Source: an optimization exercise on an open RTL-to-GDS flow (aim: a short achievable clock period and few clock cycles). Production flows keep margins and buffers that such runs may drop. RTL that was checked went through simulation tests only; none was proved equivalent to the original. No functional check of the RTL was part of runs 5 and 6. Power is estimated from default activity; no workload was simulated.

==> flow/design.v, too long to show whole: its modules and the start of the top module <==
// module alu: 16 lines
// module regfile: 32 lines
// module multpipe: 3228 lines
// module decoder: 71 lines
// module mips: 227 lines
module mips(input         clk, rst,
            input  [31:0] instrF, readdataM,
            output [31:0] pcF,
            output        memwriteM,
            output [31:0] alumultoutM, writedataM);
  // ...
==> flow/flow/run.sh <==
#!/bin/bash
# Layout flow: the standard ORFS flow (standard.sh), with the standard synthesis
# unchanged and two changes to the steps after it:
#  - every input and output port gets a sky130_fd_sc_hd__buf_4 (buffer_ports would
#    otherwise pick a slow delay buffer);
#  - the clkdlybuf4s* delay buffers are left out of the cells the repair steps may add.
# Each step's full output goes to a log file of its own in this folder.
set -euo pipefail
bash standard.sh synth > synth.log 2>&1
export DONT_USE_CELLS="sky130_fd_sc_hd__clkdlybuf4s15_1 sky130_fd_sc_hd__clkdlybuf4s15_2 sky130_fd_sc_hd__clkdlybuf4s18_1 sky130_fd_sc_hd__clkdlybuf4s18_2 sky130_fd_sc_hd__clkdlybuf4s25_1 sky130_fd_sc_hd__clkdlybuf4s25_2 sky130_fd_sc_hd__clkdlybuf4s50_1 sky130_fd_sc_hd__clkdlybuf4s50_2"
export BUFFER_PORTS_ARGS="-buffer_cell sky130_fd_sc_hd__buf_4"
bash standard.sh floorplan > floorplan.log 2>&1
bash standard.sh place > place.log 2>&1
bash standard.sh cts > cts.log 2>&1
bash standard.sh route > route.log 2>&1
bash standard.sh finish > finish.log 2>&1
==> flow/standard.sh <==
#!/bin/bash
# synth_recipe.tcl (not shown) runs the flow's synth.tcl, then flattens the netlist and writes it again
# the make line also repeats each setting of config.mk as NAME=value (left out here)
make -C /OpenROAD-flow-scripts/flow DESIGN_CONFIG=/design/flow/config.mk WORK_HOME=/design/flow/orfs CLKGATE_MAP_FILE= SYNTH_SCRIPT=/design/flow/synth_recipe.tcl "${@:-finish}"
==> flow/config.mk <==
export PLATFORM = sky130hd
export DESIGN_NAME = mips
export DESIGN_NICKNAME = mips
export VERILOG_FILES = /design/flow/design.v
export SDC_FILE = /design/flow/constraint.sdc
export NUM_CORES = 8
export LEC_CHECK = 0
export CAP_MARGIN = 70
export CORE_MARGIN = 2
export CORE_UTILIZATION = 40
export PLACE_DENSITY = 0.6
export SETUP_SLACK_MARGIN = 5
export SLEW_MARGIN = 70
==> flow/constraint.sdc <==
create_clock -name core_clock -period 11.0 [get_ports {clk}]
set_input_delay 2.2000 -clock core_clock [delete_from_list [all_inputs] [get_ports {clk}]]
set_output_delay 2.2000 -clock core_clock [all_outputs]
set_load 0.01 [all_outputs]
==> results.toml, run 1 <==
[synthesis]
synth_compound_area_frac = 0.2065
synth_cells = 13980
synthXorXnorAreaFrac = 0.02115
ys_seq_area_frac = 0.4815

[cells_and_area]
nNetsFinal = 14560
fin_util = 0.4675
largest_reg_flops = 992
multi_input_comb_cells = 9308
layout_common_cells = "edfxtp_1 (1,362), nand2_1 (1,269), a21oi_1 (1,085)"
area_growth_syn_to_layout_pct = 16.33
seq_share = 0.4151
buffers = 734
final_design_area_no_fill_um2 = 163200
final_cells = 18640

[floorplan]
die_y_um = 596.3
chipWidth_um = 596.3

[critical_path]
criticalPathCategory = "flip-flop to flip-flop"
crit_chain = "inv_1 -> ha_1 -> fa_1 -> o21bai_1 -> a31oi_1 -> a32oi_1 -> a21oi_1 -> o31a_1 -> o31ai_4 -> a21oi_1 -> o21ai_1 -> xnor2_1 -> a221o_1 -> nor2b_1"
r2r_setup_slack_ns = 6.77
max_stage_delay_ns = 0.54
crit_top_cell = "a21oi_1"
crit_start = "opAE[0]"

[sta]
worst_pin_slew_ns = 0.5422
setup_viol_count_final = 0
report.final.slew_viol_count = 0
rsz0062_at_grt = "false"

[global_routing]
gr-usage-met2 = 0.4351
grt_max_degree = 82
met1_usage = 0.4279

[pwr]
power.group.top = "sequential cells"
cell_internal_pwr_w = 0.01875
leakage_nw = 61.10

[routing]
drtIter0Drc = 20780
drt_pre_antenna_iters = 8
wire_per_inst_um = 31.16
drc = 0

[worst_hold_path]
hold_path_class = "flip-flop to flip-flop"

[cts]
root_buffer = "clkbuf_16"
clkLatencyLatePin_ns = 1.02

[placement]
io_buffers = 162

[status]
status = "complete, no violations"
Testbench counts, summed over its fixed seeds: cycles 104,768.
==> run 2, diff against run 1 <==
==> flow/config.mk (replaced) <==
export PLATFORM = sky130hd
export DESIGN_NAME = mips
export DESIGN_NICKNAME = mips
export VERILOG_FILES = /design/flow/design.v
export SDC_FILE = /design/flow/constraint.sdc
export NUM_CORES = 8
export LEC_CHECK = 0
export CAP_MARGIN = 60
export CORE_MARGIN = 2
export CORE_UTILIZATION = 55
export PLACE_DENSITY = 0.75
export SETUP_SLACK_MARGIN = 5
export SLEW_MARGIN = 60
==> run 2 against run 1 <==
Sequential share of layout area up 1.8 points. Core utilization increased by 15 points. Largest cell class unchanged. Critical path depth fell by 2. Critical path type unchanged. Area after synthesis unchanged. Largest power group unchanged. Non-clock buffer count down 217.
==> results.toml, run 2 <==
[global_routing]
grt_util_all_layers = 0.4096
grt_pass1_wl_um = 774400
grt_max_degree = 132
gr-total-overflow = 0
grt_pass1_vias = 112400
antenna_found_initial = 36

[synthesis]
synth.most_common_cell = "edfxtp_1"
synth_edf_count = 1362
ys_async_sr_fraction = 0.06604
ys_seq_area_frac = 0.4815
synth_area_um2 = 140300
synthTopCellsByArea = "edfxtp_1 (29%), dfxtp_1 (16%), fa_1 (6.7%), a21oi_1 (4.1%), nand2_1 (3.4%)"
ys.flop_type = "edfxtp_1"
synth_top_area_share = 0.2915
synth_cell_types = 96
synth_nets = 14790
synthTopCellsByCount = "edfxtp_1 (1,362), nand2_1 (1,282), a21oi_1 (1,140)"
syn_avg_cell_area_um2 = 10.04
yosys.area.top_type = "edfxtp_1"
synth.ff_latch_count = 2650
synth_cells = 13980
yosys_warnings = 5

[placement]
place_ws_ns = 6.445
dp.cells = 16570
dp_hpwl_um = 331200
io_buffers = 162
dpl_cell_area_um2 = 145900
gp_congestion = 1.001

[cells_and_area]
multi_input_area_um2 = 66300
largest_reg_flops = 992
seq_area_um2 = 67730
layout_common_cells = "edfxtp_1 (1,362), nand2_1 (1,272), a21oi_1 (1,112)"
reg_top3 = "rf.rf (992), bht (128)"
area_growth_syn_to_layout_pct = 11.56
fin_util = 0.6165
nNetsFinal = 14340
regMostFlops = "rf.rf"
drive_gt1_frac = 0.1043
final_common_cell = "edfxtp_1"
final_design_area_no_fill_um2 = 156500
fill_cells = 20050
final_cells = 17130

[floorplan]
die_y_um = 509.1
placementRows = 185
ioPinCount = 163
die_area_um2 = 259200
chipWidth_um = 509.1
start_util = 0.5526
core_area_um2 = 253900

[critical_path]
arrival_ns = 5.15
criticalPathCategory = "flip-flop to flip-flop"
crit_top_cell = "o22ai_1"
cp_data_required_time_ns = 11.86
crit_path_end_kind = "flip-flop"
reg2reg_from = "instrD[2]"
cp_slowest_cell = "edfxtp_1"
path_max_fanout = 10
crit_chain = "ha_1 -> nor2b_1 -> o2111a_1 -> nor4b_1 -> o22ai_1 -> o211ai_1 -> o22ai_1 -> o41ai_4 -> o21bai_1 -> a211oi_1 -> a31oi_1 -> o31a_1"
critPathLaunchType = "flip-flop"
max_stage_delay_ns = 0.61
crit_start = "instrD[2]"

[pwr]
p_seq_frac = 0.442
leakage_nw = 59.04
vdd_drop_max_mv = 0.1925
switching_share = 0.2926
comb_power_share = 0.172
cellPowerDensity_nw_per_um2 = 167.6
clkPwrFrac = 0.386
power.switching_w = 0.007678
cell_internal_pwr_w = 0.01856

[flow_run]
maxCapViolations = 0

[routing]
postRouteAntennaNets = 0
wire_per_inst_um = 31.93
drc = 0
wl_um = 547100
drtIter0Drc = 23710
dr_total_vias = 122500
vias_per_cell = 7.147
drt_pre_antenna_iters = 13

[cts]
cts_tree = "done"
clkTransAtPathRegs_ns = 0.06
cts_buffers = 298
ctsResizeCount = 0
root_buffer = "clkbuf_16"
ctsHoldBuffers = 0
htreeDepth = 5
clkLatencyLatePin_ns = 1.01
postCtsSetupRepairBufs = 0
cts.sinks = 2650
cts.path.max_buffers = 4

[sta]
worst_slack_ns = 6.709
min_period_ns = 4.291
finalCritPeriodShare = 0.3901
setup_viol_count_final = 0
report.final.slew_viol_count = 0
hold_viol = 0
worst_pin_slew_ns = 0.7557
setup_tns_ns = 0
finClkSkew_ns = 0.1016
fmax_ghz = 0.2330
rsz0062_at_grt = "false"
slew-limit-headroom = 0.4962

[worst_hold_path]
hold_path_class = "flip-flop to flip-flop"
hp-start = "sdE[0]"

[status]
status = "complete, no violations"
-- run 2: power groups by stage --
stage | logic [W] | clock network (W) | registers [W]
2_1_floorplan | 0.00292 | 0 | 0.0115
3_3_place_gp | 0.00418 | 0 | 0.0118
3_5_place_dp | 0.00428 | 0 | 0.0118
4_1_cts | 0.00432 | 0.0101 | 0.0116
5_1_grt | 0.00481 | 0.0105 | 0.0116
6_report | 0.00452 | 0.0101 | 0.0116
-- run 2: worst paths after layout --
kind / depth (start not counted) / slack (ns) / to
min reg2reg: 0 / 0.30 / wdM[0]
max: 12 / 6.71 / pc[28]
min in group asynchronous: 3 / 1.29 / pcp4[24]
max in group asynchronous: 5 / 8.75 / bhv[34]
min: 0 / 0.30 / wdM[0]
max reg2reg: 12 / 6.71 / pc[28]
-- run 2: layer usage --
layer	vias up	wire length, µm	share of wire	GRT usage
li1	50020	-	-	-
met1	57610	188200	0.34	0.5227
met2	11590	213500	0.39	0.5540
met3	3192	96660	0.18	0.1915
met4	45	48010	0.088	0.2629
met5	-	632	0.0012	0.008148
-- run 2: worst max-delay path: cells and delay by family (launching register included) --
family	cells	cell delay, ns
simple gates	2	0.66
fa+ha+maj	1	0.45
flops	1	0.61
compound gates	9	2.43
-- run 2: logic make-up after synthesis --
family,after synthesis,synth area share
compound gates,4306,0.2065
xor+xnor,338,0.02115
fa+ha+maj,929,0.1047
flops,2650,0.4815
simple gates,3497,0.1130
mux,238,0.01895
buf+inv,2021,0.05417
-- run 2: stage by stage --
step | power, W | hold slack [ns]
final | 0.02624 | 0.3011
after global routing | 0.02690 | 0.3134
after CTS | 0.02596 | 0.3068
after detailed placement | 0.01604 | 0.3121
after global placement | 0.01593 | 0.3096
after floorplan | 0.01444 | 0.3096
-- run 2: area by class of cell --
type	instances	share of cell area
multi-input combinational	9308	0.4236
antenna	25	0.0003997
sequential	2650	0.4327
clock buffer	389	0.05366
clock inverter	129	0.008537
tap	3366	0.02690
timing repair buffer	517	0.03611
inverter	750	0.01814
==> run 3, diff against run 2 <==
--- a/flow/config.mk
+++ b/flow/config.mk
@@ -7,7 +7,7 @@
 export LEC_CHECK = 0
 export CAP_MARGIN = 60
 export CORE_MARGIN = 2
-export CORE_UTILIZATION = 55
-export PLACE_DENSITY = 0.75
+export CORE_UTILIZATION = 45
+export PLACE_DENSITY = 0.7
 export SETUP_SLACK_MARGIN = 5
 export SLEW_MARGIN = 60
==> run 3 against run 2 <==
Still clean. Non-clock buffer count is 29 higher. Area after synthesis stayed put. Sequential share of layout area is 0.29 points lower. Register-to-register slack worse by 0.11 ns. Worst hold slack better by 0.0052 ns. Routed wire length is 1.8% higher. Synthesized cell count stayed put. Count of clock-buffer cells in the layout is 8 lower. Cell area is 0.65% higher. Power is 0.26% lower. Critical path type unchanged. Critical endpoint is now resM[28]. Largest cell class unchanged. Highest routed layer unchanged.
==> results.toml, run 3 <==
[synthesis]
ys_seq_area_frac = 0.4815
ys.flop_type = "edfxtp_1"
synth.ff_latch_count = 2650
synth_edf_count = 1362
synthTopCellsByCount = "edfxtp_1 (1,362), nand2_1 (1,282), a21oi_1 (1,140)"
synth_cell_types = 96
synth.most_common_cell = "edfxtp_1"
ys_async_sr_fraction = 0.06604
synth_top_area_share = 0.2915
synth_area_um2 = 140300
synth_nets = 14790
yosys.area.top_type = "edfxtp_1"
syn_avg_cell_area_um2 = 10.04
synth_cells = 13980
synthTopCellsByArea = "edfxtp_1 (29%), dfxtp_1 (16%), fa_1 (6.7%), a21oi_1 (4.1%), nand2_1 (3.4%)"
yosys_warnings = 5

[placement]
dp_hpwl_um = 349600
io_buffers = 162
gp_congestion = 0.9876
dpl_cell_area_um2 = 147000

[sta]
setup_tns_ns = 0
report.final.slew_viol_count = 0
slew-limit-headroom = 0.4922
fmax_ghz = 0.2271
setup_viol_count_final = 0
worst_pin_slew_ns = 0.7559
min_period_ns = 4.403
rsz0062_at_grt = "false"
finalCritPeriodShare = 0.4002
finClkSkew_ns = 0.1065
hold_viol = 0

[worst_hold_path]
hold_path_class = "flip-flop to flip-flop"
hold_path_depth = 0

[global_routing]
grt_max_degree = 115
gr-usage-met3 = 0.1374
gr-usage-met2 = 0.4637
antenna_found_initial = 44
gr-total-overflow = 0
grt_pass1_wl_um = 787000
met1_usage = 0.4418
busiest_layer = "met2"
grt_util_all_layers = 0.3400
grt_pass1_vias = 111000

[critical_path]
criticalPathCategory = "flip-flop to flip-flop"
reg2reg_depth = 13
crit_path_end_kind = "flip-flop"
cp_slowest_cell = "fa_1"
max_stage_delay_ns = 0.57
critPathLaunchType = "flip-flop"
cp_data_required_time_ns = 11.83
path_max_fanout = 8
crit_chain = "ha_1 -> fa_1 -> a21o_1 -> nand4_1 -> nand3_1 -> a31o_2 -> nor3_1 -> o21ai_1 -> a31oi_2 -> o21ai_0 -> xnor2_1 -> a221o_1 -> o21a_1"
arrival_ns = 5.23

[cts]
cts_tree = "done"
cts.path.max_buffers = 4
clkTransAtPathRegs_ns = 0.06
cts_buffers = 289
postCtsSetupRepairBufs = 0
ctsResizeCount = 0
clkLatencyLatePin_ns = 0.97
root_buffer = "clkbuf_16"
htreeDepth = 5
cts.sinks = 2650
ctsHoldBuffers = 0

[routing]
drc = 0
dr_total_vias = 120700
wire_per_inst_um = 31.02
drtIter0Drc = 22800
drt_pre_antenna_iters = 17
vias_per_cell = 6.729
wl_um = 556700
postRouteAntennaNets = 0

[pwr]
vdd_drop_max_mv = 0.1798
cellPowerDensity_nw_per_um2 = 166.1
leakage_nw = 59.09

[status]
status = "complete, no violations"

[floorplan]
core_area_um2 = 311100
placementRows = 205
start_util = 0.4510
chipWidth_um = 562.4
die_y_um = 562.4
ioPinCount = 163
die_area_um2 = 316300

[cells_and_area]
reg_top3 = "rf.rf (992), bht (128)"
final_common_cell = "edfxtp_1"
area_growth_syn_to_layout_pct = 12.29
largest_reg_flops = 992
final_design_area_no_fill_um2 = 157600
nNetsFinal = 14360
drive_gt1_frac = 0.1075
layout_common_cells = "edfxtp_1 (1,362), nand2_1 (1,271), a21oi_1 (1,112)"
regMostFlops = "rf.rf"

[flow_run]
maxCapViolations = 0
run 3: cell counts after synthesis:
Identical to the previous run, type by type.
run 3: worst paths after layout:
path | start | end | slack (ns)
setup / recovery | opBE[0] | resM[28] | 6.60
hold / removal | mul.ra2[52] | mul.rah3[20] | 0.31
setup reg to reg | opBE[0] | resM[28] | 6.60
hold reg to reg | mul.ra2[52] | mul.rah3[20] | 0.31
max in group asynchronous | rst | pcp4[2] | 8.51
min in group asynchronous | rst | rf.valid[29] | 1.26
run 3: logic make-up (layout without fill, tap and decap cells):
family,after synthesis,in the layout,synth area share
buffers and inverters,2021,1821,0.05417
XOR/XNOR,338,338,0.02115
AND/OR/NAND/NOR,3497,3497,0.1130
other,0,25,0
flip-flops,2650,2650,0.4815
multiplexers,238,238,0.01895
AO/OA/AOI/OAI,4306,4306,0.2065
adder cells (fa/ha/maj),929,929,0.1047
run 3: stage by stage:
stage                     std cells    util  power, W  hold WS [ns]  setup WS [ns]
after floorplan               13980       -   0.01444        0.3096          6.562
after global placement        17290  0.4649   0.01600        0.3098          6.454
after detailed placement      17370  0.4726   0.01610        0.3121          6.526
after CTS                     17890  0.5034   0.02594        0.3081          6.763
after global routing          17930  0.5063   0.02691        0.3201          6.509
final                         17940  0.5064   0.02617        0.3063          6.597
run 3: report_power, final:
group	internal, W	total [W]	leakage, nW	switching, W
registers	0.0110	0.0116	24.3	0.000597
logic	0.00160	0.00453	30.0	0.00294
clock network	0.00574	0.0100	4.72	0.00428
total	0.0184	0.0262	59.1	0.00781
run 3: area by class of cell:
| type | instances | area (µm²) |
|---|---|---|
| diodes | 25 | 62.56 |
| fillers | 27170 | 153600 |
| flip-flops and latches | 2650 | 67720 |
| well taps | 4140 | 5180 |
| multi-input cells | 9308 | 66410 |
| clock buffers | 381 | 8103 |
| clock inverters | 144 | 1499 |
| inverters | 750 | 2843 |
| repair buffers | 546 | 5739 |
run 3: critical path, delay by kind of cell (launching register included):
family,cells,cell delay (ns)
AO/OA/AOI/OAI,7,2.19
XOR/XNOR,1,0.23
adder cells (fa/ha/maj),2,0.86
flip-flops,1,0.34
AND/OR/NAND/NOR,3,0.63
run 3: metal layers:
| metal | vias up | routed length (µm) |
|---|---|---|
| met5 | - | 446 |
| met4 | 40 | 46270 |
| met3 | 2669 | 92790 |
| met2 | 10640 | 218400 |
| met1 | 57320 | 198800 |
| li1 | 50080 | - |
==> run 4, diff against run 3 <==
--- a/flow/config.mk
+++ b/flow/config.mk
@@ -7,7 +7,7 @@
 export LEC_CHECK = 0
 export CAP_MARGIN = 60
 export CORE_MARGIN = 2
-export CORE_UTILIZATION = 45
-export PLACE_DENSITY = 0.7
+export CORE_UTILIZATION = 40
+export PLACE_DENSITY = 0.6
 export SETUP_SLACK_MARGIN = 5
 export SLEW_MARGIN = 60
==> run 4 against run 3 <==
Power increased by 1.1%. Register-to-register slack improved by 0.24 ns. Non-clock buffer count increased by 15. First-iteration DRC count decreased by 13%. Critical path type unchanged. Critical endpoint is now resM[30]. Largest cell class unchanged.
==> results.toml, run 4 <==
[floorplan]
chipWidth_um = 596.3
start_util = 0.4018
core_area_um2 = 349200
placementRows = 217
ioPinCount = 163
die_y_um = 596.3
die_area_um2 = 355500

[cts]
root_buffer = "clkbuf_16"
ctsResizeCount = 0
postCtsSetupRepairBufs = 0
htreeDepth = 5
cts.path.max_buffers = 4
cts.sinks = 2650
cts_tree = "done"
clkTransAtPathRegs_ns = 0.06
ctsHoldBuffers = 0
cts_buffers = 301
clkLatencyLatePin_ns = 1.00

[critical_path]
cp_slowest_cell = "o31ai_1"
max_stage_delay_ns = 0.54
cp_data_required_time_ns = 11.83
criticalPathCategory = "flip-flop to flip-flop"
arrival_ns = 4.99
crit_chain = "inv_1 -> ha_1 -> fa_1 -> o21bai_1 -> a31oi_1 -> a32oi_1 -> a21oi_1 -> o31a_1 -> o31ai_1 -> a211o_1 -> a21oi_1 -> xnor2_1 -> a221o_1 -> nor2b_1"
r2r_setup_slack_ns = 6.84
crit_path_end_kind = "flip-flop"
critPathLaunchType = "flip-flop"
crit_top_cell = "a21oi_1"
path_max_fanout = 8

[cells_and_area]
fin_util = 0.4536
seq_area_um2 = 67720
reg_top3 = "rf.rf (992), bht (128)"
layout_common_cells = "edfxtp_1 (1,362), nand2_1 (1,272), a21oi_1 (1,109)"
regMostFlops = "rf.rf"
largest_reg_flops = 992
multi_input_area_um2 = 66350
nNetsFinal = 14390
area_growth_syn_to_layout_pct = 12.88
final_cells = 18460
drive_gt1_frac = 0.1080
final_common_cell = "edfxtp_1"
fill_cells = 32420

[synthesis]
synth_edf_count = 1362
synth_area_um2 = 140300
ys_async_sr_fraction = 0.06604
ys.flop_type = "edfxtp_1"
yosys.area.top_type = "edfxtp_1"
syn_avg_cell_area_um2 = 10.04
synth.ff_latch_count = 2650
ys_seq_area_frac = 0.4815
yosys_warnings = 5
synth.most_common_cell = "edfxtp_1"
synthTopCellsByArea = "edfxtp_1 (29%), dfxtp_1 (16%), fa_1 (6.7%), a21oi_1 (4.1%), nand2_1 (3.4%)"
synthTopCellsByCount = "edfxtp_1 (1,362), nand2_1 (1,282), a21oi_1 (1,140)"
synth_top_area_share = 0.2915
synth_cells = 13980
synth_nets = 14790
synth_cell_types = 96

[routing]
postRouteAntennaNets = 0
drt_pre_antenna_iters = 9
drc = 0
dr_total_vias = 119400
drtIter0Drc = 19860
vias_per_cell = 6.469
wire_per_inst_um = 31.32
wl_um = 578200

[pwr]
leakage_nw = 59.28
switching_share = 0.2992
clkPwrFrac = 0.390
power.switching_w = 0.007917
cell_internal_pwr_w = 0.01854
cellPowerDensity_nw_per_um2 = 167.1
vdd_drop_max_mv = 0.1335
comb_power_share = 0.170
p_seq_frac = 0.440

[placement]
dp.cells = 17840
place_ws_ns = 6.523
dp_hpwl_um = 364700
io_buffers = 162
gp_congestion = 0.9722

[flow_run]
maxCapViolations = 0

[sta]
setup_tns_ns = 0
report.final.slew_viol_count = 0
rsz0062_at_grt = "false"
worst_slack_ns = 6.837
setup_viol_count_final = 0
worst_pin_slew_ns = 0.6982
slew-limit-headroom = 0.5345
min_period_ns = 4.163
hold_viol = 0
fmax_ghz = 0.2402
finalCritPeriodShare = 0.3785
finClkSkew_ns = 0.1068

[status]
status = "complete, no violations"

[global_routing]
grt_pass1_wl_um = 809300
grt_max_degree = 132
antenna_found_initial = 41
grt_util_all_layers = 0.3132
grt_pass1_vias = 108700
gr-total-overflow = 0

[worst_hold_path]
hold_path_class = "flip-flop to flip-flop"
-- run 4: cell counts after synthesis --
Identical to the previous run, type by type.
-- run 4: per-layer routing --
layer,part of all wire,global-route usage,vias up,wire (µm)
met5,0.00040,0.001082,-,230
met4,0.068,0.1763,24,39270
met3,0.15,0.1070,1989,85270
met2,0.40,0.4316,9410,230300
met1,0.39,0.4261,57840,223100
li1,-,-,50170,-
-- run 4: final timing paths --
check                                to   startpoint  cells after the start
hold / removal             mul.rah3[20]  mul.ra2[52]                      0
setup / recovery               resM[30]      opAE[0]                     14
setup reg to reg               resM[30]      opAE[0]                     14
min in group asynchronous  rf.valid[30]          rst                      3
hold reg to reg            mul.rah3[20]  mul.ra2[52]                      0
max in group asynchronous        mul.v3          rst                      6
-- run 4: worst max-delay path: cells and delay by family (launching register included) --
kind	cells	cell delay, ns
AO/OA/AOI/OAI	9	2.58
flip-flops	1	0.33
AND/OR/NAND/NOR	1	0.15
adder cells (fa/ha/maj)	2	0.74
XOR/XNOR	1	0.21
buffers and inverters	1	0.06
-- run 4: final cells by class --
class,instances,area share
clock inverter,132,0.009377
sequential,2650,0.4276
tap,4599,0.03633
clock buffer,419,0.05351
antenna,44,0.0006952
timing repair buffer,561,0.03560
multi-input combinational,9308,0.4190
inverter,750,0.01793
-- run 4: power groups by stage --
stage	Sequential, W	Combinational [W]	Clock, W
floorplan	0.0115	0.00292	0
global placement	0.0118	0.00421	0
detailed placement	0.0118	0.00427	0
CTS	0.0116	0.00430	0.0104
global route	0.0117	0.00482	0.0107
finish	0.0116	0.00449	0.0103
-- run 4: kinds of logic (layout without fill, tap and decap cells) --
group / count (synthesis) / in the layout / synth area share
xor+xnor: 338 / 338 / 0.02115
mux: 238 / 238 / 0.01895
compound gates: 4306 / 4306 / 0.2065
flops: 2650 / 2650 / 0.4815
fa+ha+maj: 929 / 929 / 0.1047
buf+inv: 2021 / 1862 / 0.05417
simple gates: 3497 / 3497 / 0.1130
other cells: 0 / 44 / 0
-- run 4: per-stage QoR --
| stage | hold slack, ns | cell area (µm²) | power (W) |
|---|---|---|---|
| detailed placement | 0.3121 | 147500 | 0.01609 |
| global route | 0.3240 | 158300 | 0.02726 |
| CTS | 0.3187 | 157500 | 0.02630 |
| finish | 0.3174 | 158400 | 0.02646 |
| floorplan | 0.3096 | 140300 | 0.01444 |
| global placement | 0.3100 | 145500 | 0.01602 |
==> module mips, before the edit <==
module mips(input         clk, rst,
            input  [31:0] instrF, readdataM,
            output [31:0] pcF,
            output        memwriteM,
            output [31:0] alumultoutM, writedataM);
    reg  [31:0] pc, pcp4;
    wire [31:0] pcp4F = pcp4;
    wire [31:0] pcp8F = pcp4 + 32'd4;
    assign pcF = pc;
    wire [4:0]  rsF = instrF[25:21];
    wire [4:0]  rtF = instrF[20:16];
    wire [31:1] rsohF, rtohF;
    genvar g;
    generate for (g = 1; g < 32; g = g + 1) begin : ohdec
        assign rsohF[g] = (rsF == g);
        assign rtohF[g] = (rtF == g);
    end endgenerate
    wire        regwrF, usesrsF, usesrtF, bregF, bimmF, bluiF, blinkF, isloadF, isstoreF;
    wire        s_addF, s_subF, s_andF, s_orF, s_xorF, s_xnorF, s_sltF, s_loF, s_hiF, s_linkF;
    wire        isbeqF, isbneF, isjumpF, ismultF, msignedF, ismfF;
    wire [4:0]  destF;
    decoder dec(instrF, regwrF, destF, usesrsF, usesrtF, bregF, bimmF, bluiF, blinkF,
                isloadF, isstoreF,
                s_addF, s_subF, s_andF, s_orF, s_xorF, s_xnorF, s_sltF, s_loF, s_hiF, s_linkF,
                isbeqF, isbneF, isjumpF, ismultF, msignedF, ismfF);
    reg  [31:0] instrD, pcp4D, pcp8D;
    reg  [31:1] rsohD, rtohD;
    reg         validD;        
    reg         regwrDq, usesrsDq, usesrtDq, bregD, bimmD, bluiD, blinkD, isloadDq, isstoreDq;
    reg         s_addD, s_subD, s_andD, s_orD, s_xorD, s_xnorD, s_sltD, s_loD, s_hiD, s_linkD;
    reg         isbeqDq, isbneDq, isjumpDq, ismultDq, msignedD, ismfDq;
    reg  [4:0]  destD;
    wire [4:0]  rsD = instrD[25:21];
    wire [4:0]  rtD = instrD[20:16];
    wire        regwrD   = validD & regwrDq;
    wire        isloadD  = validD & isloadDq;
    wire        isstoreD = validD & isstoreDq;
    wire        isbeqD   = validD & isbeqDq;
    wire        isbneD   = validD & isbneDq;
    wire        isjumpD  = validD & isjumpDq;
    wire        ismultD  = validD & ismultDq;
    wire        ismfD    = validD & ismfDq;
    wire [31:0] signimmD   = {{16{instrD[15]}}, instrD[15:0]};
    wire [31:0] btargetD   = pcp4D + {signimmD[29:0], 2'b00};
    wire [31:0] btargetp4D = pcp8D + {signimmD[29:0], 2'b00};
    wire [31:0] jtargetD   = {pcp4D[31:28], instrD[25:0], 2'b00};
    wire [31:0] jtargetp4D = jtargetD + 32'd4;
    wire        isbrD      = isbeqD | isbneD;
    reg  [1:0]  bht [0:63];
    reg  [63:0] bhv;
    wire [5:0]  bidxF  = pcp4F[7:2];
    reg  [5:0]  bidxD;
    reg         bvD, btD;
    wire        statD  = instrD[15] | isbneDq;
    wire        predtD = isbrD & (bvD ? btD : statD);
    reg         regwrE, isloadE, ismultE;
    reg  [4:0]  destE;
    reg         regwrM, isloadM;
    reg  [4:0]  destM;
    reg  [31:0] resMi;         
    wire        mbusy1, mbusy2;
    reg         stallq;
    wire        stallD = stallq & validD;
    wire        rsmF    = (rsF == destD);
    wire        rtmF    = (rtF == destD);
    wire        lduseN  = isloadD & regwrD & ((usesrsF & rsmF) | (usesrtF & rtmF));
    wire        mfwaitN = ismfF & (ismultD | ismultE | mbusy1);
    wire        mdepN   = ismultF & regwrD & (rsmF | rtmF);
    wire        mfwaitS = ismfD & (ismultE | mbusy1);
    wire        stallnext = stallD ? mfwaitS : (lduseN | mfwaitN | mdepN);
    wire [31:0] mvalM = isloadM ? readdataM : resMi;
    wire [31:0] rfa, rfb;
    regfile rf(clk, rst, regwrM, destM, mvalM, rsohD, rtohD, rfa, rfb);
    wire [4:0]  rsN   = stallD ? rsD : rsF;
    wire [4:0]  rtN   = stallD ? rtD : rtF;
    wire        bregN = stallD ? bregD : bregF;
    wire        fAEn  = ~stallD & regwrD & rsmF;
    wire        fBEn  = ~stallD & regwrD & rtmF;
    wire        fAMn  = regwrE & (rsN == destE);
    wire        fBMn  = regwrE & (rtN == destE);
    reg         fAM, fBM;
    reg         a_add, a_sub, a_slt, a_oth, a_rv;
    reg         b_add, b_sub, b_slt, b_oth, b_nf;
    reg         s_add, s_sub, s_slt, s_oth, s_rv;
    always @(posedge clk) begin
        fAM <= fAMn; fBM <= fBMn;
        a_add <= fAEn & s_addD; a_sub <= fAEn & s_subD; a_slt <= fAEn & s_sltD;
        a_oth <= fAEn;          a_rv  <= ~fAEn;
        b_add <= fBEn & bregN & s_addD; b_sub <= fBEn & bregN & s_subD;
        b_slt <= fBEn & bregN & s_sltD; b_oth <= fBEn & bregN; b_nf <= ~(fBEn & bregN);
        s_add <= fBEn & s_addD; s_sub <= fBEn & s_subD; s_slt <= fBEn & s_sltD;
        s_oth <= fBEn;          s_rv  <= ~fBEn;
    end
    wire [31:0] rvA  = fAM ? mvalM : rfa;
    wire [31:0] rvB  = fBM ? mvalM : rfb;
    wire [31:0] immB = bimmD ? signimmD :
                       bluiD ? {instrD[15:0], 16'b0} : pcp4D;
    wire [31:0] sumE, difE, othE;
    wire [31:0] opAD = ({32{a_add}} & sumE) | ({32{a_sub}} & difE)
                     | ({32{a_slt}} & {31'b0, difE[31]}) | ({32{a_oth}} & othE)
                     | ({32{a_rv}} & rvA);
    wire [31:0] bnfD = bregD ? rvB : immB;
    wire [31:0] opBD = ({32{b_add}} & sumE) | ({32{b_sub}} & difE)
                     | ({32{b_slt}} & {31'b0, difE[31]}) | ({32{b_oth}} & othE)
                     | ({32{b_nf}} & bnfD);
    wire [31:0] sdD  = ({32{s_add}} & sumE) | ({32{s_sub}} & difE)
                     | ({32{s_slt}} & {31'b0, difE[31]}) | ({32{s_oth}} & othE)
                     | ({32{s_rv}} & rvB);
    reg  [31:0] opAE, opBE, sdE, altE, altp4E;
    reg         s_addE, s_subE, s_andE, s_orE, s_xorE, s_xnorE, s_sltE, s_loE, s_hiE, s_linkE;
    reg         isstoreE, isbeqE, isbneE, predtE, msignedE;
    wire [31:0] hi, lo;
    alu alu(opAE, opBE, s_andE, s_orE, s_xorE, s_xnorE, s_loE, s_hiE, s_linkE, lo, hi,
            sumE, difE, othE);
    wire [31:0] aluoutE = ({32{s_addE}} & sumE) | ({32{s_subE}} & difE)
                        | ({32{s_sltE}} & {31'b0, difE[31]}) | othE;
    reg  [31:0] cmpAE, cmpBE, mulAE, mulBE;
    reg  [5:0]  bidxE;
    wire eqE    = (cmpAE == cmpBE);
    wire takenE = (isbeqE & eqE) | (isbneE & ~eqE);
    wire mispE  = (isbeqE | isbneE) & (takenE ^ predtE);
    multpipe mul(clk, rst, ismultE, msignedE, mulAE, mulBE, hi, lo, mbusy1, mbusy2);
    reg         memwrM;
    reg  [31:0] resM, wdM;     
    assign alumultoutM = resM;
    assign writedataM  = wdM;
    assign memwriteM   = memwrM;
    wire redirD = (isjumpD | predtD) & ~stallD;
    wire [31:0] pcnext   = mispE  ? altE :
                           stallD ? pc :
                           redirD ? (isjumpDq ? jtargetD : btargetD) :
                           pcp4F;
    wire [31:0] pcp4next = mispE  ? altp4E :
                           stallD ? pcp4 :
                           redirD ? (isjumpDq ? jtargetp4D : btargetp4D) :
                           pcp8F;
    always @(posedge clk or posedge rst) begin
        if (rst) begin
            pc <= 32'b0;
            pcp4 <= 32'd4;
            validD <= 1'b0;
            stallq <= 1'b0;
        end else begin
            pc <= pcnext;
            pcp4 <= pcp4next;
            stallq <= stallnext;
            if (!stallD) validD <= ~mispE;
        end
    end
    always @(posedge clk) begin
        if (!stallD) begin
            instrD <= instrF;
            pcp4D  <= pcp4F;
            pcp8D  <= pcp8F;
            rsohD  <= rsohF;
            rtohD  <= rtohF;
            bidxD  <= bidxF;
            bvD    <= bhv[bidxF];
            btD    <= bht[bidxF][1];
            regwrDq <= regwrF; destD <= destF; usesrsDq <= usesrsF; usesrtDq <= usesrtF;
            bregD <= bregF; bimmD <= bimmF; bluiD <= bluiF; blinkD <= blinkF;
            isloadDq <= isloadF; isstoreDq <= isstoreF;
            s_addD <= s_addF; s_subD <= s_subF; s_andD <= s_andF; s_orD <= s_orF;
            s_xorD <= s_xorF; s_xnorD <= s_xnorF; s_sltD <= s_sltF; s_loD <= s_loF;
            s_hiD <= s_hiF; s_linkD <= s_linkF;
            isbeqDq <= isbeqF; isbneDq <= isbneF; isjumpDq <= isjumpF;
            ismultDq <= ismultF; msignedD <= msignedF; ismfDq <= ismfF;
        end
    end
    always @(posedge clk) begin
        opAE <= opAD; opBE <= opBD; sdE <= sdD;
        cmpAE <= opAD & {32{isbeqDq | isbneDq}};
        cmpBE <= opBD & {32{isbeqDq | isbneDq}};
        mulAE <= rvA & {32{ismultDq}};
        mulBE <= rvB & {32{ismultDq}};
        altE <= predtD ? pcp4F : btargetD;
        altp4E <= predtD ? pcp8F : btargetp4D;
        bidxE <= bidxD;
        destE <= destD;
        msignedE <= msignedD;
        predtE <= predtD;
        s_addE <= s_addD; s_subE <= s_subD; s_andE <= s_andD; s_orE <= s_orD;
        s_xorE <= s_xorD; s_xnorE <= s_xnorD; s_sltE <= s_sltD; s_loE <= s_loD; s_hiE <= s_hiD;
        s_linkE <= s_linkD;
        resM <= aluoutE & {32{isloadE | isstoreE}};
        resMi <= aluoutE;
        wdM <= sdE;
        destM <= destE;
    end
    reg         bupd, btaken;
    reg  [5:0]  bidxU;
    always @(posedge clk) begin
        btaken <= takenE;
        bidxU  <= bidxE;
    end
    integer k;
    always @(posedge clk) begin
        for (k = 0; k < 64; k = k + 1)
            if (bupd && bidxU == k) begin
                if (!bhv[k])                         bht[k] <= btaken ? 2'b10 : 2'b01;
                else if (btaken && bht[k] != 2'b11)  bht[k] <= bht[k] + 2'b01;
                else if (!btaken && bht[k] != 2'b00) bht[k] <= bht[k] - 2'b01;
            end
    end
    always @(posedge clk or posedge rst) begin
        if (rst) bhv <= 64'b0;
        else for (k = 0; k < 64; k = k + 1)
            if (bupd && bidxU == k) bhv[k] <= 1'b1;
    end
    always @(posedge clk or posedge rst) begin
        if (rst) begin
            regwrE <= 0; isloadE <= 0; ismultE <= 0; isstoreE <= 0; isbeqE <= 0; isbneE <= 0;
            memwrM <= 0; isloadM <= 0; regwrM <= 0; bupd <= 0;
        end else begin
            regwrE   <= regwrD & ~stallD;
            isloadE  <= isloadD & ~stallD;
            ismultE  <= ismultD & ~stallD;
            isstoreE <= isstoreD & ~stallD;
            isbeqE   <= isbeqD & ~stallD;
            isbneE   <= isbneD & ~stallD;
            memwrM   <= isstoreE;
            isloadM  <= isloadE;
            regwrM   <= regwrE;
            bupd     <= isbeqE | isbneE;
        end
    end
endmodule
==> run 5, diff against run 4 <==
--- a/flow/design.v
+++ b/flow/design.v
@@ -3537,7 +3537,7 @@
         s_addE <= s_addD; s_subE <= s_subD; s_andE <= s_andD; s_orE <= s_orD;
         s_xorE <= s_xorD; s_xnorE <= s_xnorD; s_sltE <= s_sltD; s_loE <= s_loD; s_hiE <= s_hiD;
         s_linkE <= s_linkD;
-        resM <= aluoutE & {32{isloadE | isstoreE}};
+        resM <= sumE;            
         resMi <= aluoutE;
         wdM <= sdE;
         destM <= destE;
==> run 5 against run 4 <==
Still clean on timing, DRC and antenna. Synthesized cell count is 0.23% lower. Global-route usage increased by 1.0 points. Area after synthesis increased by 0.28%. Cell area is 0.30% higher. Sequential cell count unchanged. Core utilization rose by 0.063 points. Die area is 0.28% higher. Worst hold slack got worse by 0.0061 ns. Combinational power up 18%. Maximum frequency is 3.2% lower. First-iteration DRC count grew 6.8%. Critical path type unchanged. Largest power group unchanged. Highest routed layer unchanged.
==> results.toml, run 5 <==
[status]
status = "complete, no violations"

[sta]
setup_viol_count_final = 0
timing.hold.ws_ns = 0.3114
finalCritPeriodShare = 0.3910
finClkSkew_ns = 0.08674
slew-limit-headroom = 0.5014
worst_slack_ns = 6.699
min_period_ns = 4.301
setup_tns_ns = 0
hold_viol = 0
fmax_ghz = 0.2325
rsz0062_at_grt = "false"
report.final.slew_viol_count = 0
worst_pin_slew_ns = 0.7478

[cts]
htreeDepth = 5
clkLatencyLatePin_ns = 0.94
cts_tree = "done"
ctsResizeCount = 0
postCtsSetupRepairBufs = 0
clkTransAtPathRegs_ns = 0.06
cts.sinks = 2650
cts.path.max_buffers = 4
ctsHoldBuffers = 0
cts_buffers = 300
root_buffer = "clkbuf_16"

[cells_and_area]
final_common_cell = "edfxtp_1"
layout_common_cells = "edfxtp_1 (1,362), nand2_1 (1,253), a21oi_1 (1,114)"
reg_top3 = "rf.rf (992), bht (128)"
regMostFlops = "rf.rf"
nNetsFinal = 14380
drive_gt1_frac = 0.1114
final_design_area_no_fill_um2 = 158800
fill_cells = 32470
area_growth_syn_to_layout_pct = 12.90
largest_reg_flops = 992

[routing]
vias_per_cell = 6.541
dr_total_vias = 120500
drt_pre_antenna_iters = 9
wire_per_inst_um = 32.42
drtIter0Drc = 21220
postRouteAntennaNets = 0
wl_um = 597500
drc = 0

[synthesis]
synth_top_family_by_area = "compound AO/OA/AOI/OAI gates"
syn_avg_cell_area_um2 = 10.09
synth_nets = 14760
synthTopCellsByCount = "edfxtp_1 (1,362), nand2_1 (1,259), a21oi_1 (1,121)"
synthAdderAreaFrac = 0.1043
yosys.area.top_type = "edfxtp_1"
synthTopCellsByArea = "edfxtp_1 (29%), dfxtp_1 (16%), fa_1 (6.7%), a21oi_1 (4.0%), nand2_1 (3.4%)"
muxShareOfSynthArea = 0.02108
synth_area_um2 = 140700
synth_edf_count = 1362
synth.ff_latch_count = 2650
synth_compound_area_frac = 0.2099
synthXorXnorAreaFrac = 0.02097
synth-simple-area-share = 0.1096
ys.flop_type = "edfxtp_1"
ys_seq_area_frac = 0.4802
synth_cells = 13950
synth.most_common_cell = "edfxtp_1"
synth_top_area_share = 0.2907
ys_async_sr_fraction = 0.06604
synth_cell_types = 97
yosys_warnings = 5

[floorplan]
placementRows = 217
die_y_um = 597.1
start_util = 0.4023
core_area_um2 = 349700
die_area_um2 = 356500
ioPinCount = 163
chipWidth_um = 597.1

[critical_path]
critPathLaunchType = "flip-flop"
cp_slowest_cell = "fa_1"
path_max_fanout = 6
criticalPathCategory = "flip-flop to flip-flop"
crit_path_end_kind = "flip-flop"
worstPathBufferInverterCount = 1
max_stage_delay_ns = 0.53
crit_chain = "inv_1 -> ha_1 -> fa_1 -> o21ba_2 -> o2111ai_1 -> a311oi_4 -> o41a_1 -> a21oi_2 -> o21ai_1 -> o21ai_1 -> o311ai_2 -> a221o_1 -> nor2b_1"
crit_top_cell = "o21ai_1"
r2r_setup_slack_ns = 6.70
cp_data_required_time_ns = 11.79
arrival_ns = 5.09
crit_family = "compound AO/OA/AOI/OAI gates"

[global_routing]
grt_max_degree = 116
grt_util_all_layers = 0.3233
antenna_found_initial = 51
grt_pass1_wl_um = 830200
grt_pass1_vias = 110700
gr-total-overflow = 0

[pwr]
clkPwrFrac = 0.371
switching_share = 0.3122
p_seq_frac = 0.437
power.switching_w = 0.008581
comb_power_share = 0.192
leakage_nw = 59.78
cell_internal_pwr_w = 0.01891
report.power.total_w = 0.02749
cellPowerDensity_nw_per_um2 = 173.0
vdd_drop_max_mv = 0.1266

[placement]
gp_congestion = 0.9784
dpl_cell_area_um2 = 148300
io_buffers = 162
dp_hpwl_um = 381400
place_ws_ns = 6.263

[flow_run]
maxCapViolations = 0

[worst_hold_path]
hold_path_class = "flip-flop to flip-flop"
[run 5: changes by cell type in the layout (fill, tap and decap cells not counted), sizes merged, moves of 25 or more]
| cell | change |
|---|---|
| a21o | +32 |
| mux2 | +29 |
| nor2 | -25 |
| nor2b | -34 |
| o21ai | -46 |
[run 5: routing by layer]
metal / vias up / share of wire / track usage
met5: - / 0.00091 / 0.0002705
met4: 46 / 0.072 / 0.1915
met3: 2021 / 0.15 / 0.1153
met2: 9578 / 0.39 / 0.4414
met1: 58600 / 0.38 / 0.4365
li1: 50300 / - / -
[run 5: final timing paths]
check | cells past startpoint | start | end
max in group asynchronous | 6 | rst | bhv[49]
worst min-delay path | 0 | bidxE[1] | bidxU[1]
worst max register to register | 13 | opAE[0] | cmpAE[30]
worst max-delay path | 13 | opAE[0] | cmpAE[30]
min in group asynchronous | 2 | rst | memwrM
worst min register to register | 0 | bidxE[1] | bidxU[1]
[run 5: stage by stage]
step / utilization / cells
detailed placement: 0.4239 / 17840
CTS: 0.4518 / 18380
finish: 0.4542 / 18430
floorplan: - / 13950
global placement: 0.4173 / 17770
global route: 0.4541 / 18420
[run 5: final cells by class]
cell class	count	area (µm²)	area share
Multi-Input combinational cell	9279	66880	0.4210
Clock buffer	403	8323	0.05240
Inverter	758	2898	0.01824
Clock inverter	143	1434	0.009027
Tap cell	4599	5754	0.03623
Antenna cell	22	55.05	0.0003466
Sequential cell	2650	67740	0.4264
Timing Repair Buffer	574	5768	0.03631
[run 5: worst register-to-register path, delay by kind of cell, from the launching register on]
kind	cells	cell delay [ns]
compound gates	9	2.89
simple gates	1	0.13
fa+ha+maj	2	0.74
flops	1	0.33
buf+inv	1	0.06
[run 5: cell families after synthesis]
family	after synthesis
AOI/OAI and AO/OA	4349
and+or+nand+nor	3402
DFF	2650
buffers and inverters	2018
adders and majority gates	927
xor gates and xnor gates	336
muxes	265
[run 5: power by group through the flow]
stage / Combinational [W] / Clock (W) / Sequential (W)
3_5_place_dp: 0.00504 / 0 / 0.0122
4_1_cts: 0.00507 / 0.0102 / 0.0120
3_3_place_gp: 0.00492 / 0 / 0.0122
5_1_grt: 0.00562 / 0.0106 / 0.0120
6_report: 0.00528 / 0.0102 / 0.0120
2_1_floorplan: 0.00318 / 0 / 0.0118
==> run 6, diff against run 5 <==
--- a/flow/design.v
+++ b/flow/design.v
@@ -3469,9 +3469,9 @@
             sumE, difE, othE);
     wire [31:0] aluoutE = ({32{s_addE}} & sumE) | ({32{s_subE}} & difE)
                         | ({32{s_sltE}} & {31'b0, difE[31]}) | othE;
-    reg  [31:0] cmpAE, cmpBE, mulAE, mulBE;
+    reg  [31:0] mulAE, mulBE;
     reg  [5:0]  bidxE;
-    wire eqE    = (cmpAE == cmpBE);
+    wire eqE    = (opAE == opBE);
     wire takenE = (isbeqE & eqE) | (isbneE & ~eqE);
     wire mispE  = (isbeqE | isbneE) & (takenE ^ predtE);
     multpipe mul(clk, rst, ismultE, msignedE, mulAE, mulBE, hi, lo, mbusy1, mbusy2);
@@ -3524,8 +3524,6 @@
     end
     always @(posedge clk) begin
         opAE <= opAD; opBE <= opBD; sdE <= sdD;
-        cmpAE <= opAD & {32{isbeqDq | isbneDq}};
-        cmpBE <= opBD & {32{isbeqDq | isbneDq}};
         mulAE <= rvA & {32{ismultDq}};
         mulBE <= rvB & {32{ismultDq}};
         altE <= predtD ? pcp4F : btargetD;
==> run 6 against run 5 <==
Cell count shrank 1.7%. Critical endpoint is now pcp4[24]. Largest power group unchanged. Via count shrank 1.8%. Non-clock buffer count shrank 4. Still clean. Sequential power shrank 3%. Die area shrank 1.8%. Sequential share of layout area is essentially flat.
==> results.toml, run 6 <==
[flow_run]
maxCapViolations = 0

[sta]
finClkSkew_ns = 0.1341
min_period_ns = 4.913
worst_pin_slew_ns = 0.7404
rsz0062_at_grt = "false"
finalCritPeriodShare = 0.4466
fmax_ghz = 0.2036
setup_viol_count_final = 0
hold_viol = 0
report.final.slew_viol_count = 0
slew-limit-headroom = 0.5031
setup_tns_ns = 0

[cells_and_area]
area_growth_syn_to_layout_pct = 12.76
reg_top3 = "rf.rf (992), bht (128)"
largest_reg_flops = 992
drive_gt1_frac = 0.1103
fill_cells = 32020
final_cells = 18120
layout_common_cells = "edfxtp_1 (1,362), nand2_1 (1,233), dfxtp_1 (981)"
fin_util = 0.4536
regMostFlops = "rf.rf"
nNetsFinal = 14110
final_common_cell = "edfxtp_1"

[pwr]
clkPwrFrac = 0.382
cellPowerDensity_nw_per_um2 = 169.2
power.switching_w = 0.008007
cell_internal_pwr_w = 0.01834
comb_power_share = 0.179
leakage_nw = 58.65
switching_share = 0.3039
p_seq_frac = 0.440
vdd_drop_max_mv = 0.1420
report.power.total_w = 0.02635

[synthesis]
yosys_warnings = 5
synth_edf_count = 1362
synth.ff_latch_count = 2586
yosys.area.top_type = "edfxtp_1"
ys_async_sr_fraction = 0.06767
synth_cells = 13700
ys.flop_type = "edfxtp_1"
syn_avg_cell_area_um2 = 10.08
synthTopCellsByArea = "edfxtp_1 (30%), dfxtp_1 (15%), fa_1 (6.8%), a21oi_1 (3.6%), nand2_1 (3.4%)"
synth_nets = 14510
synth_cell_types = 91
synth_area_um2 = 138100
synth.most_common_cell = "edfxtp_1"
ys_seq_area_frac = 0.4800
synth_top_area_share = 0.2962
synthTopCellsByCount = "edfxtp_1 (1,362), nand2_1 (1,241), clkbuf_1 (1,053)"

[cts]
clkLatencyLatePin_ns = 1.00
ctsHoldBuffers = 0
postCtsSetupRepairBufs = 0
cts_tree = "done"
htreeDepth = 5
cts.path.max_buffers = 4
cts.sinks = 2586
cts_buffers = 295
ctsResizeCount = 0
root_buffer = "clkbuf_16"
clkTransAtPathRegs_ns = 0.06

[floorplan]
die_y_um = 591.6
die_area_um2 = 349900
ioPinCount = 163
core_area_um2 = 343300
chipWidth_um = 591.6
start_util = 0.4023
placementRows = 215

[routing]
drc = 0
wl_um = 578600
postRouteAntennaNets = 0
vias_per_cell = 6.530
dr_total_vias = 118300
drtIter0Drc = 21120
drt_pre_antenna_iters = 10
wire_per_inst_um = 31.94

[placement]
gp_congestion = 0.9694
dp.cells = 17540
io_buffers = 162
dp_hpwl_um = 368600

[global_routing]
grt_pass1_vias = 108600
grt_util_all_layers = 0.3197
grt_max_degree = 109
gr-total-overflow = 0
grt_pass1_wl_um = 809300
antenna_found_initial = 44

[critical_path]
criticalPathCategory = "flip-flop to flip-flop"
cp_data_required_time_ns = 11.81
max_stage_delay_ns = 0.56
crit_path_end_kind = "flip-flop"
path_max_fanout = 45
critPathLaunchType = "flip-flop"
arrival_ns = 5.72
cp_slowest_cell = "nor3b_4"
crit_family = "simple AND/OR/NAND/NOR gates"
crit_chain = "inv_1 -> ha_1 -> nor4_2 -> nand3_1 -> nor3_2 -> nor3b_4 -> mux2i_1 -> a22o_4 -> buf_4 -> nor2_2 -> nand2_1 -> o221ai_1 -> o21a_1"
worstPathBufferInverterCount = 2

[worst_hold_path]
hold_path_class = "flip-flop to flip-flop"

[status]
status = "complete, no violations"
-- run 6: final cells by class --
class,count,area [µm²],area share
flip-flops and latches,2586,66450,0.4267
multi-input cells,9087,65400,0.4200
clock buffers,425,8496,0.05456
well taps,4557,5702,0.03662
repair buffers,570,5550,0.03565
inverters,761,2885,0.01853
clock inverters,106,1156,0.007425
diodes,27,67.56,0.0004339
-- run 6: final timing paths --
| path | start | end | slack, ns | depth (start not counted) |
|---|---|---|---|---|
| setup / recovery | opBE[14] | pcp4[24] | 6.09 | 13 |
| setup reg to reg | opBE[14] | pcp4[24] | 6.09 | 13 |
| min in group asynchronous | rst | rf.valid[15] | 1.16 | 2 |
| hold reg to reg | sdE[4] | wdM[4] | 0.26 | 0 |
| max in group asynchronous | rst | bhv[43] | 8.12 | 7 |
| hold / removal | sdE[4] | wdM[4] | 0.26 | 0 |
-- run 6: per-layer routing --
layer	vias up	routed length, µm	GRT usage	part of all wire
li1	49490	-	-	-
met1	57440	222700	0.4333	0.38
met2	9413	231400	0.4435	0.40
met3	1946	85090	0.1090	0.15
met4	21	39170	0.1792	0.068
met5	-	263	0.003382	0.00045
-- run 6: kinds of logic after synthesis --
family	Yosys count	synth area share
multiplexers	243	0.01962
flip-flops	2586	0.4800
XOR/XNOR	301	0.01909
buffers and inverters	2028	0.05524
adder cells (fa/ha/maj)	927	0.1062
AO/OA/AOI/OAI	4305	0.2116
AND/OR/NAND/NOR	3311	0.1083
-- run 6: worst reg2reg max path, stage by stage (launching register included) --
cell and delay (ns):
dfxtp_1 0.36, inv_1 0.08, ha_1 0.42, nor4_2 0.52
nand3_1 0.21, nor3_2 0.34, nor3b_4 0.56, mux2i_1 0.38
a22o_4 0.50, buf_4 0.54, nor2_2 0.19, nand2_1 0.32
o221ai_1 0.19, o21a_1 0.13
-- run 6: power groups by stage --
stage          logic (W)  clock network, W  registers [W]
6_report         0.00471            0.0101         0.0116
5_1_grt          0.00504            0.0105         0.0116
4_1_cts          0.00453            0.0101         0.0115
3_5_place_dp     0.00450                 0         0.0117
3_3_place_gp     0.00438                 0         0.0117
2_1_floorplan    0.00282                 0         0.0114
-- run 6: per-stage QoR --
step,cell area [µm²],hold WS [ns],setup slack [ns]
after floorplan,138100,0.3096,6.562
after global placement,143200,0.3102,5.900
after detailed placement,145300,0.3121,6.189
after CTS,155000,0.2707,6.156
after global routing,155700,0.2837,5.840
final,155700,0.2556,6.087
==> run 7, diff against run 6 <==
--- a/flow/design.v
+++ b/flow/design.v
@@ -3474,6 +3474,8 @@
     wire eqE    = (opAE == opBE);
     wire takenE = (isbeqE & eqE) | (isbneE & ~eqE);
     wire mispE  = (isbeqE | isbneE) & (takenE ^ predtE);
+    reg         mispq;
+    reg  [31:0] altq, altp4q;
     multpipe mul(clk, rst, ismultE, msignedE, mulAE, mulBE, hi, lo, mbusy1, mbusy2);
     reg         memwrM;
     reg  [31:0] resM, wdM;     
@@ -3481,11 +3483,11 @@
     assign writedataM  = wdM;
     assign memwriteM   = memwrM;
     wire redirD = (isjumpD | predtD) & ~stallD;
-    wire [31:0] pcnext   = mispE  ? altE :
+    wire [31:0] pcnext   = mispq  ? altq :
                            stallD ? pc :
                            redirD ? (isjumpDq ? jtargetD : btargetD) :
                            pcp4F;
-    wire [31:0] pcp4next = mispE  ? altp4E :
+    wire [31:0] pcp4next = mispq  ? altp4q :
                            stallD ? pcp4 :
                            redirD ? (isjumpDq ? jtargetp4D : btargetp4D) :
                            pcp8F;
@@ -3495,11 +3497,13 @@
             pcp4 <= 32'd4;
             validD <= 1'b0;
             stallq <= 1'b0;
+            mispq <= 1'b0;
         end else begin
             pc <= pcnext;
             pcp4 <= pcp4next;
             stallq <= stallnext;
-            if (!stallD) validD <= ~mispE;
+            mispq <= mispE;
+            if (!stallD) validD <= ~(mispE | mispq);
         end
     end
     always @(posedge clk) begin
@@ -3527,6 +3531,8 @@
         mulAE <= rvA & {32{ismultDq}};
         mulBE <= rvB & {32{ismultDq}};
         altE <= predtD ? pcp4F : btargetD;
+        altq <= altE;
+        altp4q <= altp4E;
         altp4E <= predtD ? pcp8F : btargetp4D;
         bidxE <= bidxD;
         destE <= destD;
==> run 7 against run 6 <==
Area after synthesis rose by 1.3%. Critical endpoint is now pcF[28]. Still clean on timing, DRC and antenna. Worst hold slack improved by 0.057 ns. Clock skew fell by 0.038 ns. Highest routed layer unchanged. Critical path depth fell by 12.
==> results.toml, run 7 <==
[status]
status = "complete, no violations"

[critical_path]
worstPathBufferInverterCount = 1
path_max_fanout = 2
criticalPathCategory = "flip-flop to output port"
crit_chain = "buf_4"
cp_slowest_cell = "dfrtp_1"
max_stage_delay_ns = 0.70
critPathLaunchType = "flip-flop"
crit_family = "flip-flops"
cp_data_required_time_ns = 8.80
arrival_ns = 1.88
crit_path_end_kind = "output port"

[cts]
clkLatencyLatePin_ns = 0.99
ctsResizeCount = 0
clkTransAtPathRegs_ns = 0.07
postCtsSetupRepairBufs = 0
cts.sinks = 2649
root_buffer = "clkbuf_16"
htreeDepth = 5
cts_tree = "done"
ctsHoldBuffers = 0
cts_buffers = 302
cts.path.max_buffers = 4

[sta]
finClkSkew_ns = 0.09599
setup_tns_ns = 0
finalCritPeriodShare = 0.3705
setup_viol_count_final = 0
timing.hold.ws_ns = 0.3130
slew-limit-headroom = 0.5038
worst_slack_ns = 6.925
fmax_ghz = 0.2454
hold_viol = 0
rsz0062_at_grt = "false"
report.final.slew_viol_count = 0
worst_pin_slew_ns = 0.7443
min_period_ns = 4.075

[floorplan]
start_util = 0.4013
die_area_um2 = 354500
core_area_um2 = 348600
die_y_um = 595.4
ioPinCount = 163
chipWidth_um = 595.4
placementRows = 217

[global_routing]
grt_pass1_vias = 109300
grt_util_all_layers = 0.3339
gr-total-overflow = 0
antenna_found_initial = 80
grt_pass1_wl_um = 846800
grt_max_degree = 111

[pwr]
vdd_drop_max_mv = 0.1317
cellPowerDensity_nw_per_um2 = 173.3
leakage_nw = 59.22

[cells_and_area]
seq_area_um2 = 67730
layout_common_cells = "edfxtp_1 (1,362), nand2_1 (1,269), a21oi_1 (1,125)"
regMostFlops = "rf.rf"
drive_gt1_frac = 0.1128
fill_cells = 32410
largest_reg_flops = 992
multi_input_area_um2 = 65770
final_common_cell = "edfxtp_1"
nNetsFinal = 14300
area_growth_syn_to_layout_pct = 13.01
reg_top3 = "rf.rf (992), bht (128)"

[synthesis]
synth_area_um2 = 139900
synth_nets = 14680
ys_seq_area_frac = 0.4829
synth_edf_count = 1362
synthTopCellsByCount = "edfxtp_1 (1,362), nand2_1 (1,276), a21oi_1 (1,146)"
synth_compound_area_frac = 0.2086
muxShareOfSynthArea = 0.01937
ys_async_sr_fraction = 0.06644
synthTopCellsByArea = "edfxtp_1 (29%), dfxtp_1 (16%), fa_1 (6.7%), a21oi_1 (4.1%), nand2_1 (3.4%)"
synth_top_area_share = 0.2924
syn_avg_cell_area_um2 = 10.09
synth.ff_latch_count = 2649
synth_cell_types = 110
yosys_warnings = 5
synthAdderAreaFrac = 0.1051
synth.most_common_cell = "edfxtp_1"
yosys.area.top_type = "edfxtp_1"
synth_cells = 13870
ys.flop_type = "edfxtp_1"
synthXorXnorAreaFrac = 0.01901
synth_top_family_by_area = "compound AO/OA/AOI/OAI gates"
synth-simple-area-share = 0.1101

[routing]
drc = 0
drt_pre_antenna_iters = 14
wire_per_inst_um = 33.36
vias_per_cell = 6.559
drtIter0Drc = 22370
postRouteAntennaNets = 0
dr_total_vias = 120700
wl_um = 614000

[flow_run]
maxCapViolations = 0

[placement]
gp_congestion = 1.048
dp_hpwl_um = 395400
io_buffers = 162
place_ws_ns = 6.594

[worst_hold_path]
hold_path_class = "flip-flop to flip-flop"
run 7: changes by cell type after synthesis, sizes merged, moves of 46 or more:
cell,delta
a22oi,-46
nand2b,+65
o21ai,-66
a21oi,+162
dfxtp,+62
run 7: where the power goes:
group	total [W]	internal (W)	switching [W]
clock network	0.0106	0.00612	0.00446
registers	0.0120	0.0112	0.000828
logic	0.00481	0.00167	0.00314
run 7: layer usage:
layer	vias up	global-route usage	routed length (µm)
met5	-	0.0009466	357
met4	44	0.2306	51680
met3	2350	0.1278	94000
met2	10190	0.4511	240800
met1	58200	0.4365	227200
li1	49960	-	-
run 7: cells by family after synthesis:
family                   Yosys count
AO/OA/AOI/OAI                   4316
buffers and inverters           2027
flip-flops                      2649
XOR/XNOR                         301
adder cells (fa/ha/maj)          930
AND/OR/NAND/NOR                 3403
multiplexers                     243
run 7: path summary, 6_finish.rpt:
| kind | startpoint | to | slack, ns | depth (start not counted) |
|---|---|---|---|---|
| max | pc[28] | pcF[28] | 6.92 | 1 |
| min | altE[27] | altq[27] | 0.31 | 0 |
| max reg2reg | pcp4[2] | pcp4[30] | 6.97 | 11 |
| min reg2reg | altE[27] | altq[27] | 0.31 | 0 |
| max in group asynchronous | rst | mispq | 8.32 | 4 |
| min in group asynchronous | rst | pc[21] | 1.33 | 2 |
run 7: layout make-up:
class	instances	share of cell area
flip-flops and latches	2649	0.4284
well taps	4599	0.03640
clock inverters	159	0.01126
inverters	758	0.01831
multi-input cells	9193	0.4160
repair buffers	580	0.03520
diodes	70	0.001108
clock buffers	399	0.05325
run 7: stage by stage:
stage	util	total power [W]	area (µm²)	instances
finish	0.4535	0.02740	158100	18410
global placement	0.4162	0.01667	145100	17700
floorplan	-	0.01462	139900	13870
global route	0.4532	0.02812	158000	18380
CTS	0.4510	0.02717	157200	18320
detailed placement	0.4217	0.01674	147000	17760
Testbench counts of run 7, summed over its fixed seeds: cycles 105,550.
==> run 8, diff against run 7 <==
==> flow/run.sh (new file) <==
#!/bin/bash
# synth_recipe.tcl (not shown) runs the flow's synth.tcl, then flattens the netlist and writes it again
# the make line also repeats each setting of config.mk as NAME=value (left out here)
make -C /OpenROAD-flow-scripts/flow DESIGN_CONFIG=/design/flow/config.mk WORK_HOME=/design/flow/orfs CLKGATE_MAP_FILE= SYNTH_SCRIPT=/design/flow/synth_recipe.tcl finish
removed: flow/flow/run.sh
removed: flow/standard.sh
==> run 8 against run 7 <==
Cell count barely moved. Sequential cell count did not move. Power rose by 0.16%. Register-to-register slack got worse by 0.02 ns. Worst hold slack got worse by 0.0081 ns. Routed wire length rose by 0.64%. Critical path type unchanged. Largest cell class unchanged.
==> results.toml, run 8 <==
[status]
status = "complete, no violations"

[sta]
worst_pin_slew_ns = 0.7209
hold_viol = 0
finalCritPeriodShare = 0.4116
setup_tns_ns = 0
slew-limit-headroom = 0.5194
timing.hold.ws_ns = 0.3049
finClkSkew_ns = 0.06736
setup_viol_count_final = 0
fmax_ghz = 0.2209
report.final.slew_viol_count = 0
rsz0062_at_grt = "false"
min_period_ns = 4.528

[critical_path]
arrival_ns = 2.33
crit_path_end_kind = "output port"
critPathLaunchType = "flip-flop"
max_stage_delay_ns = 0.71
worstPathBufferInverterCount = 1
cp_data_required_time_ns = 8.80
crit_family = "flip-flops"
cp_slowest_cell = "dfrtp_1"
path_max_fanout = 2
crit_chain = "clkdlybuf4s50_1"
criticalPathCategory = "flip-flop to output port"

[cts]
htreeDepth = 5
root_buffer = "clkbuf_16"
cts_buffers = 302
postCtsSetupRepairBufs = 0
clkTransAtPathRegs_ns = 0.06
clkLatencyLatePin_ns = 0.96
ctsHoldBuffers = 0
cts.path.max_buffers = 4
cts_tree = "done"
ctsResizeCount = 0
cts.sinks = 2649

[cells_and_area]
layout_common_cells = "edfxtp_1 (1,362), nand2_1 (1,265), a21oi_1 (1,135)"
fill_cells = 32410
largest_reg_flops = 992
reg_top3 = "rf.rf (992), bht (128)"
final_common_cell = "edfxtp_1"
nNetsFinal = 14320
area_growth_syn_to_layout_pct = 13.63
regMostFlops = "rf.rf"
drive_gt1_frac = 0.1041

[synthesis]
synthTopCellsByArea = "edfxtp_1 (29%), dfxtp_1 (16%), fa_1 (6.7%), a21oi_1 (4.1%), nand2_1 (3.4%)"
synth.most_common_cell = "edfxtp_1"
synth_edf_count = 1362
synthTopCellsByCount = "edfxtp_1 (1,362), nand2_1 (1,276), a21oi_1 (1,146)"
syn_avg_cell_area_um2 = 10.09
yosys_warnings = 5
synth_top_area_share = 0.2924
synth_cell_types = 110
ys_seq_area_frac = 0.4829
synth_nets = 14680
synth.ff_latch_count = 2649
synth_area_um2 = 139900
synth_cells = 13870
ys.flop_type = "edfxtp_1"
yosys.area.top_type = "edfxtp_1"
ys_async_sr_fraction = 0.06644

[floorplan]
ioPinCount = 163
core_area_um2 = 348600
chipWidth_um = 595.4
die_area_um2 = 354500
start_util = 0.4013
die_y_um = 595.4
placementRows = 217

[global_routing]
grt_max_degree = 113
antenna_found_initial = 70
grt_pass1_vias = 109000
grt_util_all_layers = 0.3357
grt_pass1_wl_um = 850400
gr-total-overflow = 0

[routing]
wire_per_inst_um = 33.54
dr_total_vias = 120300
drc = 0
vias_per_cell = 6.528
wl_um = 617900
drt_pre_antenna_iters = 12
postRouteAntennaNets = 0
drtIter0Drc = 20670

[placement]
io_buffers = 162
dp_hpwl_um = 403600
gp_congestion = 1.033

[pwr]
cellPowerDensity_nw_per_um2 = 172.6
leakage_nw = 59.31
report.power.total_w = 0.02744
vdd_drop_max_mv = 0.1795

[flow_run]
maxCapViolations = 0

[worst_hold_path]
hold_path_class = "flip-flop to flip-flop"
[run 8: cell counts after synthesis]
Identical to the previous run, type by type.
[run 8: cell families after synthesis]
family	Yosys count	synth area share
multiplexers	243	0.01937
flip-flops	2649	0.4829
AND/OR/NAND/NOR	3403	0.1101
buffers and inverters	2027	0.05503
AO/OA/AOI/OAI	4316	0.2086
adder cells (fa/ha/maj)	930	0.1051
XOR/XNOR	301	0.01901
[run 8: layout make-up]
type	instances	area, µm²	area share
sequential	2649	67740	0.4261
multi-input combinational	9193	66020	0.4153
clock buffer	418	8657	0.05446
timing repair buffer	599	6282	0.03952
tap	4599	5754	0.03620
inverter	758	2879	0.01811
clock inverter	141	1463	0.009202
antenna	66	165.2	0.001039
[run 8: power breakdown]
group | internal (W) | total, W | leakage [nW] | switching, W
sequential | 0.0112 | 0.0120 | 24.3 | 0.000796
clock | 0.00608 | 0.0105 | 4.96 | 0.00441
combinational | 0.00176 | 0.00499 | 30.0 | 0.00323
[run 8: final timing paths]
check,startpoint,endpoint,slack [ns],cells past startpoint
max in group asynchronous,rst,pcp4[2],7.76,6
worst min register to register,mul.rb2[37],mul.rbh3[5],0.30,0
worst min-delay path,mul.rb2[37],mul.rbh3[5],0.30,0
worst max register to register,opBE[0],resMi[30],6.95,13
min in group asynchronous,rst,pc[16],1.72,3
worst max-delay path,pc[31],pcF[31],6.47,1
[run 8: per-stage QoR]
stage | cells | utilization | cell area, µm² | worst slack, ns
4_1_cts | 18330 | 0.4534 | 158000 | 6.438
5_1_grt | 18400 | 0.4558 | 158900 | 6.516
6_report | 18420 | 0.4559 | 159000 | 6.472
3_3_place_gp | 17710 | 0.4179 | 145700 | 5.954
2_1_floorplan | 13870 | - | 139900 | 6.548
3_5_place_dp | 17770 | 0.4243 | 147900 | 6.088
[run 8: metal layers]
| metal | routed length, µm | global-route usage |
|---|---|---|
| met2 | 241100 | 0.4521 |
| met1 | 231800 | 0.4398 |
| met4 | 52220 | 0.2333 |
| met5 | 225 | 0.001352 |
| met3 | 92560 | 0.1286 |

[what the ideal ports hide]
No port has a modelled driver above. Below, the same layouts with a new extraction and two added sets of constraints. Step 1: set_driving_cell puts a clkbuf_16 on clk and a buf_2 on each other input, an assumption about the parent block. Step 2 adds t to the input delays and takes it off the output delays; t is the mean of the earliest and latest rising clock arrival at the registers after step 1. Input paths then give back, and output paths get back, about the clock's delay inside the block. Three values: ideal ports, drivers, drivers and shift; two values: the first two.
| run | shift t [ns] | setup WS [ns] | slew at the worst register clock pin (ns) |
|---|---|---|---|
| run 1 | 1.058 | 6.770 / 6.770 / 6.050 | 0.07 / 0.07 |
| run 2 | 1.065 | 6.709 / 6.709 / 6.357 | 0.07 / 0.07 |
| run 3 | 1.030 | 6.597 / 6.597 / 6.450 | 0.07 / 0.07 |
| run 4 | 1.050 | 6.837 / 6.837 / 6.521 | 0.07 / 0.07 |
| run 5 | 1.025 | 6.699 / 6.699 / 6.151 | 0.07 / 0.07 |
| run 6 | 1.046 | 6.087 / 6.087 / 6.076 | 0.07 / 0.07 |
| run 7 | 1.048 | 6.925 / 6.821 / 6.434 | 0.07 / 0.07 |
| run 8 | 1.034 | 6.472 / 6.365 / 6.008 | 0.07 / 0.07 |
After both steps every run listed still meets setup and hold. The setup slack of run 1, which loses most, moves by 0.000 ns with the drivers and by -0.720 ns with both steps.
